Source: an optimization exercise on an open RTL-to-GDS flow (aim: small area). Production flows keep margins and buffers that such runs may drop. In this exercise RTL edits were held to simulation tests only and were not proved equivalent to the original. Power is estimated from default activity; no workload was simulated.

== job 8426 ==
// IPF
module IPF ( clk, reset, in_en, din, ipf_type, ipf_band_pos, ipf_wo_class, ipf_offset, lcu_x, lcu_y, lcu_size, busy, out_en, dout, dout_addr, finish);
Settings: LEC_CHECK=0, CAP_MARGIN=60, CELL_PAD_IN_SITES_DETAIL_PLACEMENT=2, CELL_PAD_IN_SITES_GLOBAL_PLACEMENT=4, CORE_MARGIN=2, CORE_UTILIZATION=22, PLACE_DENSITY=0.32, SLEW_MARGIN=40; clock period 10.0 ns.
run.sh (not shown) runs the stock make flow with config.mk's settings and CLKGATE_MAP_FILE= SYNTH_SCRIPT=/design/flow/synth_recipe.tcl, a recipe that flattens the netlist after the stock synthesis.
Changes in job 5733 relative to job 8426:
- SLEW_MARGIN now 20, was 40
- CORE_UTILIZATION now 60, was 22
- ABC_AREA now 1, previously not set
- CAP_MARGIN now 20, was 60
- CELL_PAD_IN_SITES_DETAIL_PLACEMENT no longer set, was 2
- PLACE_DENSITY now 0.7, was 0.32
- CELL_PAD_IN_SITES_GLOBAL_PLACEMENT no longer set, was 4
--- outcome ---
The core of job 5733 is more densely filled than that of job 8426.
| standard cell core area | job 5733 vs job 8426 | 63% lower |
Of the two candidates, job 8426 has the worse register-to-register slack and job 5733 the better one.
Going from job 8426 to job 5733, CTS clock-pin slew for the worst setup and hold paths comparable; wire length lost 21%; number of instances in the synthesized netlist rose by 125; sequential portion of the cell area now larger.
Changes in job 4689 relative to job 5733:
- PLACE_DENSITY changed from 0.7 to 0.8
- CTS_CLUSTER_DIAMETER newly set to 50
- CORE_UTILIZATION changed from 60 to 70
- CTS_CLUSTER_SIZE newly set to 20
- CTS_BUF_LIST newly set to sky130_fd_sc_hd__clkbuf_4 sky130_fd_sc_hd__clkbuf_8
Job 4689 vs. job 5733: largest net degree at the start of global routing shows an increase of 4.8%; sequential share of cell area shows an increase of 6.2 points; power after layout shows a reduction of 20%. Against job 5733 as the reference, job 4689 delivers a higher multi-input combinational area share. Diff job 5733 -> job 4689 | die outline area | decrease of 6000 um2. Job 4689 -> job 5733: final cycle utilization of the critical path flat. | worst path buffer plus inverter count | job 4689 vs job 5733 | 1 higher |.

---

Another version of the RTL of IPF (not shown whole).
Size in the first run: ~1500 cells after synthesis, ~24000 um^2 of cells after synthesis.
Design IPF, start of the top module:
module IPF ( clk, reset, in_en, din, ipf_type, ipf_band_pos, ipf_wo_class, ipf_offset, lcu_x, lcu_y, lcu_size, busy, out_en, dout, dout_addr, finish);
clock: 10.0 ns
lec_check: 0
abc_area: 1
cap_margin: 20
core_margin: 2
core_utilization: 70
cts_buf_list: sky130_fd_sc_hd__clkbuf_4 sky130_fd_sc_hd__clkbuf_8
cts_cluster_diameter: 45
cts_cluster_size: 16
place_density: 0.8
slew_margin: 20
standard.sh (not shown) runs the stock make flow with config.mk's settings and CLKGATE_MAP_FILE= SYNTH_SCRIPT=/design/flow/synth_recipe.tcl, a recipe that flattens the netlist after the stock synthesis.
==> flow/flow/run.sh <==
#!/bin/bash
# Layout flow: the standard flow (standard.sh) with two changes:
#  - after the standard synthesis, its combinational logic is re-mapped by
#    ABC's default script (flow/remap.tcl); the flip-flops are left as they
#    are and checked to be identical, else the standard netlist is kept;
#  - the port buffers use the smallest buffer cell (buf_1);
#  - clock tree synthesis inserts no dummy loads.
# Each tool's output goes to a log file in this folder; ORFS also keeps its
# per-step logs under orfs/logs.
set -euo pipefail
export BUFFER_PORTS_ARGS="-buffer_cell sky130_fd_sc_hd__buf_1"
export CTS_ARGS="-sink_clustering_enable -repair_clock_nets -sink_clustering_size 10 -sink_clustering_max_diameter 30 -buf_list {sky130_fd_sc_hd__clkbuf_4} -dont_use_dummy_load"

bash standard.sh synth > synth.log 2>&1

res=orfs/results/$FLOW_PLATFORM/IPF/base
cp $res/1_2_yosys.v standard_synth.v
IN_V=standard_synth.v OUT_V=remapped.v yosys -c flow/remap.tcl > remap.log 2>&1 || true

flops() { grep -oE '^ *sky130_fd_sc_hd__(df|ed|sd)[a-z0-9_]+ [^ ]+' "$1" | sort; }
if [ -s remapped.v ] && [ "$(flops standard_synth.v | wc -l)" -gt 0 ] && \
   cmp -s <(flops standard_synth.v) <(flops remapped.v); then
  echo "re-mapped netlist used; flip-flops identical: $(flops remapped.v | wc -l)" > remap_check.log
  cp remapped.v $res/1_2_yosys.v
  touch $res/1_2_yosys.v
else
  echo "re-mapping failed or changed flip-flops; standard netlist kept" > remap_check.log
fi

bash standard.sh > flow.log 2>&1
Other scripts of this flow, unchanged in this note and not shown: flow/flow/remap.tcl
Rerun with:
--- a/flow/flow/run.sh
+++ b/flow/flow/run.sh
@@ -11,3 +11,3 @@
 export BUFFER_PORTS_ARGS="-buffer_cell sky130_fd_sc_hd__buf_1"
-export CTS_ARGS="-sink_clustering_enable -repair_clock_nets -sink_clustering_size 10 -sink_clustering_max_diameter 30 -buf_list {sky130_fd_sc_hd__clkbuf_4} -dont_use_dummy_load"
+export CTS_ARGS="-sink_clustering_enable -repair_clock_nets -sink_clustering_size 13 -sink_clustering_max_diameter 32 -buf_list {sky130_fd_sc_hd__clkbuf_4} -dont_use_dummy_load"
 
Result: The new run ran to the end with no violations; power shrinks by 1.8%; global-route usage shrinks by 0.23 points; utilization shrinks by 0.46 points; critical path depth does not change; fmax barely changes; wire length shrinks by 0.43%; worst hold slack loses 0.038 ns; synthesized area stays the same; final cell count shrinks by 0.94%; register-to-register slack gains 0.04 ns.
Rerun with:
--- a/flow/flow/run.sh
+++ b/flow/flow/run.sh
@@ -11,3 +11,3 @@
 export BUFFER_PORTS_ARGS="-buffer_cell sky130_fd_sc_hd__buf_1"
-export CTS_ARGS="-sink_clustering_enable -repair_clock_nets -sink_clustering_size 13 -sink_clustering_max_diameter 32 -buf_list {sky130_fd_sc_hd__clkbuf_4} -dont_use_dummy_load"
+export CTS_ARGS="-sink_clustering_enable -repair_clock_nets -sink_clustering_size 30 -sink_clustering_max_diameter 40 -buf_list {sky130_fd_sc_hd__clkbuf_16} -dont_use_dummy_load"
 
The new run went through all stages and came out clean.
Critical path depth is unchanged.
Die area does not change.
Area after synthesis is unchanged.

==> port drivers added, routing unchanged <==
How much do the figures lean on ideal ports? The routed layouts below were timed once more, with nothing changed but the port constraints.
Step 1, drivers: a clkbuf_16 drives clk and a buf_2 each remaining input, both assumed.
Step 2 moves the port delays by t, midway between the first and last clock arrival at a register: inputs arrive t later, outputs are due t later. That takes back most of the time a late clock gives input paths.
Slacks: ideal ports / drivers / drivers and shift; pairs: ideal ports / drivers.
| run | t (ns) | setup slack, ns | clock arrival spread, ns |
|---|---|---|---|
| job 8426 | 0.742 | 0.448 / 0.422 / 0.422 | 0.040 / 0.040 |
| job 5733 | 0.653 | 0.476 / 0.402 / 0.402 | 0.030 / 0.030 |
| job 4689 | 0.737 | 0.468 / 0.390 / 0.390 | 0.047 / 0.048 |
| the first run of note 2 | 0.808 | 2.088 / 2.074 / 1.266 | 0.082 / 0.082 |
| the second run of note 2 | 0.814 | 2.101 / 2.091 / 1.277 | 0.123 / 0.124 |
| the third run of note 2 | 0.612 | 1.850 / 1.841 / 1.229 | 0.058 / 0.058 |
After both steps setup and hold are still met in every run listed. For the second run of note 2, which loses most, drivers alone change the setup slack by -0.010 ns; drivers and shift together by -0.824 ns.
